Context: an optimization exercise on an open-source flow, tuned for small area and a short achievable clock period. The choices shown serve that exercise and are no tape-out recipe. Function was checked by simulation only, so behaviour that the tests miss may differ from the original. Power figures rest on the tool's default switching activity, not on a simulated workload.

[flow/run.sh]
#!/bin/bash
# The standard layout (standard.sh: standard synthesis, floorplan,
# placement, CTS, routing), made with two changes:
#  - the resizer's setup repair aims past the 12 ns clock (larger margin);
#  - the port buffers are buf_1 cells instead of delay buffers.
# The clock period and constraints are unchanged; every port keeps a buffer.
set -euo pipefail
bash standard.sh SETUP_SLACK_MARGIN=6.5 "BUFFER_PORTS_ARGS=-buffer_cell sky130_fd_sc_hd__buf_1" finish > standard_flow.log 2>&1
[standard.sh]
#!/bin/bash
# synth_recipe.tcl (not shown) runs the flow's synth.tcl, then flattens the netlist and writes it again
# the make line also repeats each setting of config.mk as NAME=value (left out here)
make -C /OpenROAD-flow-scripts/flow DESIGN_CONFIG=/design/flow/config.mk WORK_HOME=/design/flow/orfs CLKGATE_MAP_FILE= SYNTH_SCRIPT=/design/flow/synth_recipe.tcl "${@:-finish}"
[config.mk]
export PLATFORM = sky130hd
export DESIGN_NAME = CPU
export DESIGN_NICKNAME = CPU
export VERILOG_FILES = /design/flow/design.v
export SDC_FILE = /design/flow/constraint.sdc
export NUM_CORES = 4
export LEC_CHECK = 0
export CAP_MARGIN = 40
export CORE_MARGIN = 2
export CORE_UTILIZATION = 40
export CTS_CLUSTER_DIAMETER = 100
export CTS_CLUSTER_SIZE = 25
export PLACE_DENSITY = 0.55
export SETUP_SLACK_MARGIN = 5
export SLEW_MARGIN = 40
export SYNTH_HIERARCHICAL = 1
export TNS_END_PERCENT = 10
[constraint.sdc]
create_clock -name core_clock -period 12.0 [get_ports {clk}]
set_input_delay 2.4000 -clock core_clock [delete_from_list [all_inputs] [get_ports {clk}]]
set_output_delay 2.4000 -clock core_clock [all_outputs]
set_load 0.01 [all_outputs]
[design.v]
module CPU(clk,rst,data_out,instr_out,instr_read,data_read,instr_addr,data_addr,data_write,data_in);
input             clk;
input             rst;
input      [31:0] data_out;
input      [31:0] instr_out;
output            instr_read;
output     [31:0] instr_addr;
output            data_read;
output     [31:0] data_addr;
output     [3:0]  data_write;
output     [31:0] data_in;
localparam OP_LOAD   = 7'b0000011,
           OP_IMM    = 7'b0010011,
           OP_AUIPC  = 7'b0010111,
           OP_STORE  = 7'b0100011,
           OP_OP     = 7'b0110011,
           OP_LUI    = 7'b0110111,
           OP_BRANCH = 7'b1100011,
           OP_JALR   = 7'b1100111,
           OP_JAL    = 7'b1101111;
localparam F_ADD = 4'd0, F_SUB = 4'd1, F_SLL = 4'd2, F_SLT = 4'd3, F_SLTU = 4'd4,
           F_XOR = 4'd5, F_OR  = 4'd6, F_AND = 4'd7, F_SRL = 4'd8, F_SRA  = 4'd9;
assign instr_read = 1'b1;
reg  [31:0] pc;
reg  [31:0] x1, x2;      
reg  [31:0] a1, a2;      
reg  [4:0]  e_rd;
reg  [2:0]  e_f3;
reg  [3:0]  e_fn;
reg         e_sub;
reg         e_wen;       
reg         e_load;
reg         e_store;
reg         e_jal;       
reg         e_br;        
reg  [31:0] rf [1:31];
reg  [31:1] rf_v;
wire [32:0] as;
wire [31:0] ap, ag;      
Alu_Add u_as(.a(x1), .b(x2), .sub(e_sub), .s(as), .p(ap), .g(ag));
wire        ltu  = ~as[32];
wire        lt   = ltu ^ x1[31] ^ x2[31];
wire        eq   = &ap;     
wire [4:0]  sh   = x2[4:0];
wire        sll  = (e_fn == F_SLL);
reg  [31:0] x1_rev, sh_rev;
integer k;
always @(*) for (k = 0; k < 32; k = k + 1) x1_rev[k] = x1[31-k];
wire [31:0] sh_in  = sll ? x1_rev : x1;
wire        sh_fill = (e_fn == F_SRA) & x1[31];
wire [31:0] sh_s1  = sh[0] ? {{1{sh_fill}},  sh_in[31:1]}  : sh_in;
wire [31:0] sh_s2  = sh[1] ? {{2{sh_fill}},  sh_s1[31:2]}  : sh_s1;
wire [31:0] sh_s3  = sh[2] ? {{4{sh_fill}},  sh_s2[31:4]}  : sh_s2;
wire [31:0] sh_s4  = sh[3] ? {{8{sh_fill}},  sh_s3[31:8]}  : sh_s3;
wire [31:0] sh_out = sh[4] ? {{16{sh_fill}}, sh_s4[31:16]} : sh_s4;
always @(*) for (k = 0; k < 32; k = k + 1) sh_rev[k] = sh_out[31-k];
reg  [31:0] alu;
always @(*) begin
    case (e_fn)
        F_ADD:   alu = as[31:0];
        F_SUB:   alu = as[31:0];
        F_SLL:   alu = sh_rev;
        F_SLT:   alu = {31'd0, lt};
        F_SLTU:  alu = {31'd0, ltu};
        F_XOR:   alu = ap;
        F_OR:    alu = ap | ag;
        F_AND:   alu = ag;
        F_SRL:   alu = sh_out;
        F_SRA:   alu = sh_out;
        default: alu = 32'd0;
    endcase
end
wire [31:0] ea;
Addr_Add u_ea(.a(a1), .b(a2), .s(ea));
wire [1:0] idx = ea[1:0];
assign data_addr = ea;
assign data_read = e_load;
assign data_in   = e_f3[1] ? x2 : e_f3[0] ? {2{x2[15:0]}} : {4{x2[7:0]}};
reg [3:0] strobe;
always @(*) begin
    strobe = 4'd0;
    if (e_store) begin
        case (e_f3)
            3'b000:  strobe = 4'b0001 << idx;
            3'b001:  strobe = (idx == 2'd0) ? 4'b0011 : 4'b1100;
            3'b010:  strobe = 4'b1111;
            default: strobe = 4'd0;
        endcase
    end
end
assign data_write = strobe;
reg [31:0] ld;
always @(*) begin
    case (e_f3)
        3'b000:  case (idx)
                     2'd0: ld = {{24{data_out[7]}},  data_out[7:0]};
                     2'd1: ld = {{24{data_out[15]}}, data_out[15:8]};
                     2'd2: ld = {{24{data_out[23]}}, data_out[23:16]};
                     default: ld = {{24{data_out[31]}}, data_out[31:24]};
                 endcase
        3'b100:  case (idx)
                     2'd0: ld = {24'd0, data_out[7:0]};
                     2'd1: ld = {24'd0, data_out[15:8]};
                     2'd2: ld = {24'd0, data_out[23:16]};
                     default: ld = {24'd0, data_out[31:24]};
                 endcase
        3'b001:  ld = (idx == 2'd0) ? {{16{data_out[15]}}, data_out[15:0]} : {{16{data_out[31]}}, data_out[31:16]};
        3'b101:  ld = (idx == 2'd0) ? {16'd0, data_out[15:0]} : {16'd0, data_out[31:16]};
        3'b010:  ld = data_out;
        default: ld = 32'd0;
    endcase
end
wire [31:0] wb = e_load ? ld : e_jal ? x2 : alu;
reg cond;
always @(*) begin
    case (e_f3)
        3'b000:  cond = eq;
        3'b001:  cond = ~eq;
        3'b100:  cond = lt;
        3'b101:  cond = ~lt;
        3'b110:  cond = ltu;
        3'b111:  cond = ~ltu;
        default: cond = 1'b0;
    endcase
end
wire        jump   = e_jal | (e_br & cond);
wire [31:0] target = ea;
wire [31:0] pc4    = pc + 32'd4;
always @(posedge clk or posedge rst) begin
    if (rst) pc <= 32'd0;
    else     pc <= jump ? target : pc4;
end
assign instr_addr = pc;
integer r;
always @(posedge clk) begin
    for (r = 1; r < 32; r = r + 1)
        if (e_wen && e_rd == r) rf[r] <= wb;
end
always @(posedge clk or posedge rst) begin
    if (rst) rf_v <= 31'd0;
    else if (e_wen) rf_v[e_rd] <= 1'b1;
end
wire [31:0] in = instr_out;
wire [6:0]  opc = in[6:0];
wire [2:0]  f3  = in[14:12];
wire [4:0]  rd  = in[11:7];
wire [4:0]  rs1 = in[19:15];
wire [4:0]  rs2 = in[24:20];
reg  [31:0] rd1, rd2;
always @(*) begin
    rd1 = 32'd0;
    rd2 = 32'd0;
    for (r = 1; r < 32; r = r + 1) begin
        if (rs1 == r && rf_v[r]) rd1 = rd1 | rf[r];
        if (rs2 == r && rf_v[r]) rd2 = rd2 | rf[r];
    end
end
wire fw1 = e_wen && (e_rd == rs1);
wire fw2 = e_wen && (e_rd == rs2);
wire [31:0] v1 = fw1 ? wb : rd1;
wire [31:0] v2 = fw2 ? wb : rd2;
reg [31:0] imm;
always @(*) begin
    case (opc)
        OP_STORE:          imm = {{21{in[31]}}, in[30:25], in[11:7]};
        OP_LUI, OP_AUIPC:  imm = {in[31:12], 12'd0};
        OP_JAL:            imm = {{12{in[31]}}, in[19:12], in[20], in[30:21], 1'b0};
        default:           imm = {{21{in[31]}}, in[30:20]};
    endcase
end
wire [31:0] immb = {{20{in[31]}}, in[7], in[30:25], in[11:8], 1'b0};
wire d_op  = (opc == OP_OP);
wire d_imm = (opc == OP_IMM);
wire d_br  = (opc == OP_BRANCH);
wire d_st  = (opc == OP_STORE);
wire d_lui = (opc == OP_LUI);
wire d_jal = (opc == OP_JAL) || (opc == OP_JALR);
wire d_wen = (d_op || d_imm || opc == OP_LOAD || opc == OP_AUIPC || opc == OP_LUI || d_jal) && (rd != 5'd0);
wire [31:0] aimm = d_st ? {{21{in[31]}}, in[30:25], in[11:7]}
                 : (opc == OP_JAL) ? {{12{in[31]}}, in[19:12], in[20], in[30:21], 1'b0}
                 : {{21{in[31]}}, in[30:20]};
reg [3:0] d_fn;
always @(*) begin
    d_fn = F_ADD;
    if (d_op || d_imm) begin
        case (f3)
            3'd0: d_fn = (d_op && in[30]) ? F_SUB : F_ADD;
            3'd1: d_fn = F_SLL;
            3'd2: d_fn = F_SLT;
            3'd3: d_fn = F_SLTU;
            3'd4: d_fn = F_XOR;
            3'd5: d_fn = in[30] ? F_SRA : F_SRL;
            3'd6: d_fn = F_OR;
            default: d_fn = F_AND;
        endcase
    end
end
always @(posedge clk) begin
    x1   <= d_lui ? 32'd0 : (opc == OP_AUIPC) ? pc : v1;
    a1   <= (d_br || opc == OP_JAL) ? pc : v1;
    a2   <= d_br ? immb : aimm;
    x2   <= (d_op || d_br || d_st) ? v2 : d_jal ? pc4 : imm;
    e_rd <= rd;
    e_f3 <= f3;
    e_fn <= d_fn;
    e_sub <= d_br || d_fn == F_SUB || d_fn == F_SLT || d_fn == F_SLTU;
end
always @(posedge clk or posedge rst) begin
    if (rst) begin
        e_wen   <= 1'b0;
        e_load  <= 1'b0;
        e_store <= 1'b0;
        e_jal   <= 1'b0;
        e_br    <= 1'b0;
    end else if (jump) begin
        e_wen   <= 1'b0;
        e_load  <= 1'b0;
        e_store <= 1'b0;
        e_jal   <= 1'b0;
        e_br    <= 1'b0;
    end else begin
        e_wen   <= d_wen;
        e_load  <= (opc == OP_LOAD);
        e_store <= d_st;
        e_jal   <= d_jal;
        e_br    <= d_br;
    end
end
endmodule
module Addr_Add(a, b, s);
input  [31:0] a, b;
output [31:0] s;
assign s = a + b;
endmodule
module Alu_Add(a, b, sub, s, p, g);
input  [31:0] a, b;
input         sub;
output [32:0] s;
output [31:0] p, g;      
wire   [31:0] bs = b ^ {32{sub}};
assign p = a ^ bs;
assign g = a & bs;
assign s = {1'b0, a} + {1'b0, bs} + {32'd0, sub};
endmodule
==> run_results.csv, run 1 <==
group,metric,value,unit
synth,synth.most_common_cell,"edfxtp_1",
clocking,cts-root-buf,"clkbuf_16",
routing,routedWlPerCell,48.72,um
setup_path,cp-end-kind,"flip-flop",
power,power-per-cell-area,125.6,nW/um2
timing,skew,96.39,ps
synth,synth_top_cell_by_area,"edfxtp_1",
timing,whs,552.5,ps
cells_and_area,area_delta_synth_final,10.11,%
cells_and_area,fin_util,44.22,%
timing,slew_viol_final,0,
clocking,cts_made_buffers,58,
clocking,cts_tree,"done",
routing,drt-pass1-iter-count,14,
synth,synth_edf_count,992,
timing,fin_crit_sh,48.66,%
synth,yosysUniqueCellTypes,110,
synth,synth_common_cells,"edfxtp_1 (992), a22oi_1 (591), clkbuf_1 (353), nand2_1 (308)",
timing,post-route-min-period,5839,ps
timing,final_hold_viol_count,0,
floorplan,dieWidth,391.1,um
clocking,clockBufferDepth,3,
routing,drt_iter0_markers,11992,
routing,routed-via-count,55550,
setup_path,crit_type,"in -> reg",
timing,slew_headroom,30.36,%
routing,ant_nets,0,
synth,synth_area_per_cell,11.92,um2
floorplan,dieArea,153000,um2
global_route,grt_antenna_before_repair,25,
global_route,grt_max_degree,69,
clocking,clk_pin_slew,110,ps
setup_path,cpMaxStageDelayCell,"buf_1",
timing,fmax,0.1713,GHz
setup_path,worst-path-max-fanout,17,
timing,setup_tns,0,ps
setup_path,crit_required,12610,ps
timing,rsz0062_at_grt,"true",
global_route,grt_pass1_wl,450.5,mm
placed_design,port_buffers,166,
synth,ys_seq_elements,1190,
timing,tightest_slew,1035,ps
floorplan,core,149200,um2
setup_path,crit_arrival,6450,ps
clocking,clkSinkCount,1190,
min_path,hold_path_class,"reg -> reg",
synth,yosys-top-cells-area,"edfxtp_1 (50%), a22oi_1 (7.4%), dfxtp_1 (4.3%)",
placed_design,place_congestion,1.040,
run,drv_cap,0,
synth,netlist_instances,5027,
setup_path,startpoint_type,"input pin",
placed_design,placed_cell_area,63710,um2
clocking,h-tree-depth,2,
clocking,cts_hold_buf,0,
floorplan,start_util,40.16,%
synth,synth_ff_type,"edfxtp_1",
synth,synth.yosys.seq_area_share,56.88,%
setup_path,rrSetupSlack,6400,ps
global_route,grt_pass1_vias,50620,
synth,synth_nets,5173,
run_status,run_status,"no timing/DRC/antenna violations",
synth,synth_top_area_share,49.70,%
placed_design,dp_cells,6925,
routing,vias_per_cell,7.898,
clocking,clkLatencyLatePin,790,ps
floorplan,pin_count,168,
routing,routed_wl,342.7,mm
timing,setup_viol,0,
global_route,grt-ovfl-total,0,
floorplan,num_rows,142,
cells_and_area,nNetsFinal,5201,
synth,synthArstFlopShare,5.714,%
floorplan,die_h,391.1,um
cells_and_area,num-fill-cells,13667,
power,peakVddDrop,0.1300,mV
cells_and_area,drive_gt1_share,13.08,%
synth,yosys_warnings,8,
setup_path,critPathMaxStageDelay,640,ps
cells_and_area,final_cell_area,66000,um2
synth,netlist_area,59940,um2
global_route,grtUsageTotal,43.34,%
placed_design,dp_hpwl,213.6,mm
setup_path,path_cells,"buf_1 -> nor2b_1 -> and3_2 -> buf_4 -> a22o_1 -> a221oi_1 -> nand3_1 -> or4_1 -> o22ai_1 -> o21ai_0",
routing,drc,0,
cells_and_area,fin_cells,7033,
power,p_leak,22.01,nW
-- kinds of logic after synthesis --
family / after synthesis / synth area share [%]
AO/OA/AOI/OAI: 1762 / 22.18
XOR/XNOR: 137 / 2.025
adder cells (fa/ha/maj): 81 / 1.712
buffers and inverters: 476 / 3.167
flip-flops: 1190 / 56.88
multiplexers: 130 / 3.338
other: 1 / 0.006257
AND/OR/NAND/NOR: 1250 / 10.69
-- modules after synthesis (local to each module, per instance) --
| module | cell area, um2 | flops+latches | times used |
|---|---|---|---|
| CPU | 56110 | 1190 | 1 |
| Addr_Add | 1744 | 0 | 1 |
| Alu_Add | 2082 | 0 | 1 |
-- flip-flops by register name, indices dropped and copies added (netlist names) --
name     cells
e_fn         4
a2          21
e_f3         3
e_load       1
rf         992
e_rd         5
x1          32
e_br         1
e_sub        1
e_store      1
rf_v        31
a1          32
e_jal        1
e_wen        1
x2          32
pc          32
-- layer usage --
| metal | vias to the layer above | wire (um) | track usage (%) |
|---|---|---|---|
| met5 | - | 192 | 0.5423 |
| met4 | 24 | 33050 | 30.84 |
| met3 | 1781 | 51770 | 16.45 |
| met2 | 5944 | 139600 | 62.31 |
| met1 | 27262 | 118100 | 53.28 |
| li1 | 20539 | - | - |
-- final cells by class --
class	instances	area (um2)	share of cell area, %
inverter	48	181.4	0.2749
multi-input combinational	3362	24970	37.84
sequential	1190	34130	51.71
antenna	11	27.53	0.04171
clock inverter	12	211.5	0.3204
timing repair buffer	395	2512	3.807
tap	1944	2432	3.686
clock buffer	71	1531	2.321
-- report_power, final --
| group | switching (W) | leakage, nW | internal (W) |
|---|---|---|---|
| clock | 0.00142 | 0.841 | 0.000936 |
| combinational | 0.000783 | 10.3 | 0.000311 |
| sequential | 0.000207 | 10.9 | 0.00462 |
| total | 0.00241 | 22.0 | 0.00587 |
-- cells in the final DEF, fill, tap and decap left out, types with 68 or more instances in the layout --
master and n:
xor2_1 84, buf_1 155, nand2_1 303, edfxtp_1 992, a222oi_1 74, o21ai_0 142
buf_4 191, nor2_1 170, nand4_1 132, nor3_1 73, a221oi_1 184, dfrtp_1 68
a22oi_1 591, dfxtp_1 107, a21oi_1 173, nand3_1 193, a22o_1 188
-- path summary, 6_finish.rpt --
kind	start	cells past startpoint	to
max	instr_out[15]	10	a1[20]$_DFF_P_
min	rf_v[16]$_DFFE_PP0P_	1	rf_v[16]$_DFFE_PP0P_
max reg2reg	e_sub$_DFF_P_	17	a1[0]$_DFF_P_
min reg2reg	rf_v[16]$_DFFE_PP0P_	1	rf_v[16]$_DFFE_PP0P_
max in group asynchronous	rst	3	rf_v[3]$_DFFE_PP0P_
min in group asynchronous	rst	3	pc[12]$_DFF_PP0_
-- per-stage QoR --
stage	total power, W	setup WS, ps
floorplan	0.005363	6515
global placement	0.005926	5425
detailed placement	0.005935	5635
CTS	0.008203	6419
global route	0.008446	6262
finish	0.008286	6161
-- worst max-delay path, delay by kind of cell --
family / cells / cell delay [ps]
AO/OA/AOI/OAI: 4 / 1340
buffers and inverters: 2 / 1070
AND/OR/NAND/NOR: 4 / 1600
-- timing repair --
item                       in CTS  in global routing
gates resized for setup        78                  4
pin swaps                      26                  1
gates cloned                    1                  0
hold endpoints to repair        0                  0
setup endpoints to repair      55                 47
buffers inserted               12                  0
==> run 2, diff against run 1 <==
--- a/design.v
+++ b/design.v
@@ -148,2 +148,5 @@
 wire [4:0]  rs2 = in[24:20];
+wire [31:1] sel1, sel2;
+Reg_Sel u_sel1(.addr(rs1), .valid(rf_v), .sel(sel1));
+Reg_Sel u_sel2(.addr(rs2), .valid(rf_v), .sel(sel2));
 reg  [31:0] rd1, rd2;
@@ -153,4 +156,4 @@
     for (r = 1; r < 32; r = r + 1) begin
-        if (rs1 == r && rf_v[r]) rd1 = rd1 | rf[r];
-        if (rs2 == r && rf_v[r]) rd2 = rd2 | rf[r];
+        if (sel1[r]) rd1 = rd1 | rf[r];
+        if (sel2[r]) rd2 = rd2 | rf[r];
     end
@@ -244 +247,8 @@
 endmodule
+module Reg_Sel(addr, valid, sel);
+input  [4:0]  addr;
+input  [31:1] valid;
+output reg [31:1] sel;
+integer r;
+always @(*) for (r = 1; r < 32; r = r + 1) sel[r] = (addr == r) && valid[r];
+endmodule
==> flow/run.sh (replaced) <==
#!/bin/bash
# The standard layout (standard.sh: standard synthesis, floorplan,
# placement, CTS, routing), made with two changes:
#  - the resizer's setup repair aims past the 12 ns clock (larger margin);
#  - the port buffers are buf_2 cells instead of delay buffers.
# The clock period and constraints are unchanged; every port keeps a buffer.
set -euo pipefail
bash standard.sh SETUP_SLACK_MARGIN=6.5 "BUFFER_PORTS_ARGS=-buffer_cell sky130_fd_sc_hd__buf_2" finish > standard_flow.log 2>&1
--- a/config.mk
+++ b/config.mk
@@ -9,6 +9,6 @@
 export CORE_MARGIN = 2
-export CORE_UTILIZATION = 40
+export CORE_UTILIZATION = 35
 export CTS_CLUSTER_DIAMETER = 100
-export CTS_CLUSTER_SIZE = 25
-export PLACE_DENSITY = 0.55
+export CTS_CLUSTER_SIZE = 20
+export PLACE_DENSITY = 0.5
 export SETUP_SLACK_MARGIN = 5
@@ -16,2 +16 @@
 export SYNTH_HIERARCHICAL = 1
-export TNS_END_PERCENT = 10
==> run_results.csv, run 2 <==
group,metric,value,unit
setup_path,rrSetupSlack,6690,ps
setup_path,path_cells,"buf_2 -> and3b_2 -> and3_2 -> buf_4 -> a22o_1 -> a221oi_1 -> nand3_1 -> or4_1 -> o22ai_1 -> o21ai_0",
min_path,min_from,"rf_v[5]$_DFFE_PP0P_",
timing,rsz0062_at_grt,"true",
global_route,grt_antenna_before_repair,27,
setup_path,cp-end-kind,"flip-flop",
floorplan,dieWidth,418.6,um
global_route,grt_max_degree,50,
routing,ant_nets,0,
synth,synth_area_per_cell,12.22,um2
power,power-per-cell-area,130.2,nW/um2
placed_design,place_ws,5927,ps
cells_and_area,final_cell_mix,"edfxtp_1 (992), a221oi_1 (340), a22o_1 (312), a22oi_1 (307), nand2_1 (265)",
cells_and_area,nNetsFinal,5159,
routing,routed_wl,352.3,mm
run,drv_cap,0,
synth,muxShareOfSynthArea,4.280,%
min_path,hold_path_class,"reg -> reg",
synth,synth_top_area_share,49.52,%
synth,synth.yosys.seq_area_share,56.67,%
clocking,clkLatencyLatePin,760,ps
synth,yosys-top-cells-area,"edfxtp_1 (50%), a221oi_1 (5.0%), a22o_1 (4.5%)",
clocking,clk_pin_slew,80,ps
global_route,grt_pass1_wl,463.3,mm
cells_and_area,largest-register,"rf",
cells_and_area,largest_reg_flops,992,
floorplan,dieArea,175200,um2
timing,fmax,0.1784,GHz
floorplan,pin_count,168,
setup_path,worst-path-max-fanout,19,
synth,synth_nets,5068,
synth,synth_common_cells,"edfxtp_1 (992), a221oi_1 (341), a22o_1 (312), a22oi_1 (307), clkbuf_1 (282)",
synth,synth_top_cell_by_area,"edfxtp_1",
timing,setup_viol,0,
clocking,clkSinkCount,1190,
setup_path,cp_num_buf_inv,2,
setup_path,crit_required,12560,ps
synth,netlist_instances,4924,
floorplan,core,171200,um2
timing,skew,45.22,ps
routing,drt_iter0_markers,12185,
power,p_leak,22.85,nW
synth,yosys.area_share.simple,10.08,%
setup_path,cpMaxStageDelayCell,"o22ai_1",
synth,netlist_area,60160,um2
power,peakVddDrop,0.1044,mV
global_route,grt_pass1_vias,51541,
synth,synthArstFlopShare,5.714,%
synth,yosys.area_share.adder,1.647,%
min_path,hold_end,"rf_v[5]$_DFFE_PP0P_",
synth,synth.most_common_cell,"edfxtp_1",
placed_design,dp_hpwl,220.1,mm
clocking,cts_tree,"done",
timing,setup_tns,0,ps
synth,synth_ff_type,"edfxtp_1",
cells_and_area,num-fill-cells,16175,
routing,drt-pass1-iter-count,9,
floorplan,start_util,35.15,%
clocking,cts_hold_buf,0,
timing,slew_viol_final,0,
setup_path,r2r_end,"rf[19][30]$_DFFE_PP_",
synth,synth_compound_area_share,22.56,%
routing,drc,0,
routing,vias_per_cell,7.586,
timing,fin_crit_sh,46.70,%
synth,synth_top_family_by_area,"compound AO/OA/AOI/OAI gates",
timing,tightest_slew,1015,ps
run_status,run_status,"no timing/DRC/antenna violations",
setup_path,critPathMaxStageDelay,710,ps
floorplan,num_rows,152,
global_route,grtUsageTotal,39.00,%
routing,routed-via-count,55367,
synth,yosysUniqueCellTypes,106,
setup_path,r2r-start,"x2[11]$_DFF_P_",
clocking,clockBufferDepth,3,
clocking,cts-root-buf,"clkbuf_16",
setup_path,crit_arrival,6160,ps
power,power,0.008784,W
synth,synth_edf_count,992,
floorplan,die_h,418.6,um
setup_path,reg2regPathDepth,13,
setup_path,crit_family,"compound AO/OA/AOI/OAI gates",
timing,slew_headroom,31.82,%
setup_path,startpoint_type,"input pin",
synth,ys_seq_elements,1190,
placed_design,place_congestion,1.052,
placed_design,port_buffers,166,
synth,synth_xor_area_share,1.966,%
timing,final_hold_viol_count,0,
setup_path,crit_type,"in -> reg",
clocking,h-tree-depth,3,
cells_and_area,area_delta_synth_final,12.18,%
cells_and_area,final_common_cell,"edfxtp_1",
timing,fin_ws,6396,ps
min_path,worstHoldPathCells,1,
synth,yosys_warnings,9,
global_route,grt-ovfl-total,0,
routing,routedWlPerCell,48.27,um
timing,post-route-min-period,5604,ps
cells_and_area,drive_gt1_share,18.55,%
clocking,cts_made_buffers,72,
## run 2: timing repair
action                                  in CTS  in global routing
buffers inserted                            13                  6
pin swaps                                   23                 13
gates resized for setup                     83                 28
endpoints found under the setup margin      20                141
endpoints found under the hold margin        0                  0
## run 2: cells by family after synthesis
| family | Yosys count |
|---|---|
| compound gates | 1755 |
| buf+inv | 418 |
| other cells | 1 |
| xor+xnor | 135 |
| mux | 177 |
| simple gates | 1170 |
| fa+ha+maj | 78 |
| flops | 1190 |
## run 2: layer usage
layer,part of all wire (%),global-route usage [%]
met5,0.071,0.9169
met4,10,29.05
met3,14,15.41
met2,42,57.64
met1,34,45.57
## run 2: Yosys stat by module, one instance, submodules excluded
module    cells  flops+latches  times used
CPU        4267           1190           1
Alu_Add     322              0           1
Addr_Add    241              0           1
Reg_Sel      47              0           2
## run 2: through the flow
stage	cell area [um2]	utilization (%)	std cells	hold WS [ps]
2_1_floorplan	60160	-	4924	423.3
3_3_place_gp	64190	37.50	7146	505.3
3_5_place_dp	64550	37.71	7153	497.6
4_1_cts	67140	39.23	7275	521.6
5_1_grt	67450	39.41	7285	542.5
6_report	67480	39.43	7299	528.7
## run 2: area by class of cell
cell class	count	area (um2)	area share, %
flip-flops and latches	1190	34140	50.60
multi-input cells	3316	25550	37.86
well taps	2233	2794	4.140
repair buffers	390	2674	3.962
clock buffers	99	1946	2.883
inverters	45	171.4	0.2540
clock inverters	10	166.4	0.2466
diodes	16	40.04	0.05933
## run 2: worst max path at each step
stage / startpoint / to / slack [ps] / depth (start not counted)
after global placement: instr_out[5] / x2[12]$_DFF_P_ / 5320 / 8
after global routing: a1[0]$_DFF_P_ / data_addr[18] / 6350 / 10
after floorplan: data_out[15] / a1[18]$_DFF_P_ / 6770 / 8
after detailed placement: instr_out[16] / a1[21]$_DFF_P_ / 5930 / 10
after CTS: a1[9]$_DFF_P_ / data_addr[31] / 6430 / 9
final: instr_out[16] / a1[21]$_DFF_P_ / 6400 / 10
## run 2: power by group
group	switching (W)	internal [W]
logic	0.000897	0.000381
clock network	0.00148	0.00116
registers	0.000213	0.00465
==> run 3, diff against run 2 <==
--- a/flow/run.sh
+++ b/flow/run.sh
@@ -7,2 +7,2 @@
 set -euo pipefail
-bash standard.sh SETUP_SLACK_MARGIN=6.5 "BUFFER_PORTS_ARGS=-buffer_cell sky130_fd_sc_hd__buf_2" finish > standard_flow.log 2>&1
+bash standard.sh SETUP_SLACK_MARGIN=6.7 "BUFFER_PORTS_ARGS=-buffer_cell sky130_fd_sc_hd__buf_2" finish > standard_flow.log 2>&1
==> run_results.csv, run 3 <==
group,metric,value,unit
setup_path,r2r_end,"a1[29]$_DFF_P_",
min_path,min_from,"rf_v[5]$_DFFE_PP0P_",
synth,synth_nets,5068,
cells_and_area,drive_gt1_share,19.30,%
cells_and_area,final-seq-area,34150,um2
clocking,cts-root-buf,"clkbuf_16",
min_path,worstHoldPathCells,1,
synth,ys_seq_elements,1190,
routing,vias_per_cell,7.597,
floorplan,dieArea,175200,um2
routing,drc,0,
min_path,hold_end,"rf_v[5]$_DFFE_PP0P_",
power,p_leak,22.96,nW
routing,drt_iter0_markers,12077,
setup_path,crit_required,9600,ps
synth,yosysUniqueCellTypes,106,
synth,yosys-top-cells-area,"edfxtp_1 (50%), a221oi_1 (5.0%), a22o_1 (4.5%)",
timing,slew_viol_final,0,
power,power-per-cell-area,129.8,nW/um2
clocking,cts_tree,"done",
floorplan,num_rows,152,
synth,synth_top_area_share,49.52,%
global_route,grt-ovfl-total,0,
setup_path,rrSetupSlack,6750,ps
cells_and_area,multi_input_area,25780,um2
global_route,grt_max_degree,50,
routing,ant_nets,0,
routing,drt-pass1-iter-count,12,
setup_path,cpMaxStageDelayCell,"fa_2",
setup_path,startpoint_type,"flip-flop",
timing,skew,39.24,ps
clocking,clk_pin_slew,80,ps
synth,synth_top_cell_by_area,"edfxtp_1",
global_route,grt_pass1_vias,51704,
run_status,run_status,"no timing/DRC/antenna violations",
synth,synth_area_per_cell,12.22,um2
setup_path,critPathMaxStageDelay,380,ps
clocking,clkLatencyLatePin,750,ps
routing,routed_wl,352.7,mm
setup_path,path_cells,"ha_4 -> fa_2 -> a21o_1 -> a31o_4 -> nand3_4 -> o221ai_4 -> a311oi_2 -> o21bai_1 -> xor2_1 -> buf_4",
timing,fin_crit_sh,46.57,%
global_route,grt_antenna_before_repair,29,
global_route,grtUsageTotal,39.03,%
timing,setup_viol,0,
clocking,clkSinkCount,1190,
cells_and_area,final_cell_mix,"edfxtp_1 (992), a221oi_1 (339), a22o_1 (312), a22oi_1 (307), nand2_1 (264)",
cells_and_area,final_common_cell,"edfxtp_1",
clocking,cts_made_buffers,72,
routing,routedWlPerCell,48.29,um
timing,post-route-min-period,5589,ps
setup_path,reg2regPathDepth,14,
placed_design,dp_cells,7153,
routing,routed-via-count,55495,
synth,yosys_warnings,9,
timing,rsz0062_at_grt,"true",
floorplan,die_h,418.6,um
setup_path,cp_num_buf_inv,1,
placed_design,port_buffers,166,
timing,final_hold_viol_count,0,
synth,synth_edf_count,992,
power,peakVddDrop,0.1041,mV
timing,slew_headroom,30.81,%
cells_and_area,largest_reg_flops,992,
run,drv_cap,0,
timing,fmax,0.1789,GHz
floorplan,pin_count,168,
cells_and_area,fin_cells,7305,
min_path,hold_path_class,"reg -> reg",
setup_path,cp-end-kind,"output pin",
clocking,h-tree-depth,3,
setup_path,worst-path-max-fanout,4,
setup_path,crit_type,"reg -> out",
timing,setup_tns,0,ps
cells_and_area,num-fill-cells,16120,
synth,netlist_area,60160,um2
placed_design,dp_hpwl,220.1,mm
clocking,cts_hold_buf,0,
synth,synth.yosys.seq_area_share,56.67,%
clocking,clockBufferDepth,3,
synth,netlist_instances,4924,
cells_and_area,largest-register,"rf",
cells_and_area,area_delta_synth_final,12.76,%
setup_path,crit_arrival,3190,ps
synth,synth.most_common_cell,"edfxtp_1",
synth,synth_common_cells,"edfxtp_1 (992), a221oi_1 (341), a22o_1 (312), a22oi_1 (307), clkbuf_1 (282)",
floorplan,start_util,35.15,%
floorplan,dieWidth,418.6,um
synth,synth_ff_type,"edfxtp_1",
timing,tightest_slew,1038,ps
global_route,grt_pass1_wl,463.7,mm
setup_path,r2r-start,"e_sub$_DFF_P_",
floorplan,core,171200,um2
synth,synthArstFlopShare,5.714,%
placed_design,place_congestion,1.052,
setup_path,crit_family,"compound AO/OA/AOI/OAI gates",
power,power,0.008806,W
cells_and_area,nNetsFinal,5170,
## run 3: cell counts after synthesis
No cell type changed its count.
## run 3: worst max path at each step
| stage | depth (start not counted) | slack, ps | endpoint | startpoint |
|---|---|---|---|---|
| 4_1_cts | 9 | 6430 | data_addr[31] | a1[9]$_DFF_P_ |
| 5_1_grt | 9 | 6350 | data_addr[26] | a1[19]$_DFF_P_ |
| 3_5_place_dp | 10 | 5930 | a1[21]$_DFF_P_ | instr_out[16] |
| 3_3_place_gp | 8 | 5320 | x2[12]$_DFF_P_ | instr_out[5] |
| 2_1_floorplan | 8 | 6770 | a1[18]$_DFF_P_ | data_out[15] |
| 6_report | 10 | 6410 | data_addr[26] | a1[0]$_DFF_P_ |
## run 3: metrics by stage
step                setup slack (ps)  area, um2  utilization, %  hold slack [ps]
floorplan                       6771      60160               -            423.3
global placement                5316      64190           37.50            505.3
detailed placement              5927      64550           37.71            497.6
CTS                             6432      67330           39.34            521.6
global route                    6354      67810           39.62            542.5
finish                          6411      67830           39.63            525.9
## run 3: Yosys stat by module (local to each module, per instance)
module	times used	flops+latches	area (um2)	cells
CPU	1	1190	55450	4267
Alu_Add	1	0	2326	322
Addr_Add	1	0	1744	241
Reg_Sel	2	0	317.8	47
## run 3: cell type report
cell class,instances,area share (%)
repair buffers,400,4.117
clock buffers,99,2.868
clock inverters,10,0.2453
well taps,2233,4.119
inverters,45,0.2564
flip-flops and latches,1190,50.34
repair inverters,1,0.01107
diodes,11,0.04058
multi-input cells,3316,38.00
## run 3: kinds of logic (layout without fill, tap and decap cells)
group / Yosys count / count (layout) / share of synthesized area (%)
AOI/OAI and AO/OA: 1755 / 1755 / 22.56
xor gates and xnor gates: 135 / 135 / 1.966
adders and majority gates: 78 / 78 / 1.647
buffers and inverters: 418 / 555 / 2.785
DFF: 1190 / 1190 / 56.67
muxes: 177 / 177 / 4.280
other: 1 / 12 / 0.006234
and+or+nand+nor: 1170 / 1170 / 10.08
## run 3: report_power, final
part	switching (W)	internal (W)	total, W
clock network	0.00148	0.00116	0.00264
registers	0.000213	0.00465	0.00486
logic	0.000905	0.000395	0.00130
total	0.00260	0.00621	0.00881
## run 3: metal layers
metal / track usage (%) / wire [um]
met1: 45.39 / 119200
met2: 57.67 / 148400
met3: 15.66 / 50390
met4: 29.19 / 34340
met5: 1.250 / 394
## run 3: what timing repair did
action	in CTS	in global routing
cloned	1	0
setup buffers	17	12
resized for setup	114	46
pin swaps	37	25
endpoints found under the setup margin	93	183

[afterwards: timing with drivers on the ports]
The results above use ideal ports. As a check the final layouts listed here were re-extracted and re-timed, cells and wires unchanged.
Step 1 sets driving cells, clkbuf_16 on the clock port and buf_2 on the other inputs (assumed; they add their load-dependent delay and slew).
Step 2 also shifts input and output timing later by t, the mid clock arrival at the registers, as if the neighbouring blocks saw the same clock.
Slacks: ideal / step 1 / step 2; pairs: ideal / step 1.
run	t (ns)	setup WS [ns]	worst register clock-pin slew, ns
run 1	0.823	6.161 / 6.210 / 5.387	0.11 / 0.11
run 2	0.820	6.396 / 6.332 / 5.635	0.10 / 0.10
run 3	0.815	6.411 / 6.327 / 5.874	0.10 / 0.10
After both steps setup and hold are still met in every run listed. For run 1, which loses most, drivers alone change the setup slack by +0.049 ns; drivers and shift together by -0.774 ns.
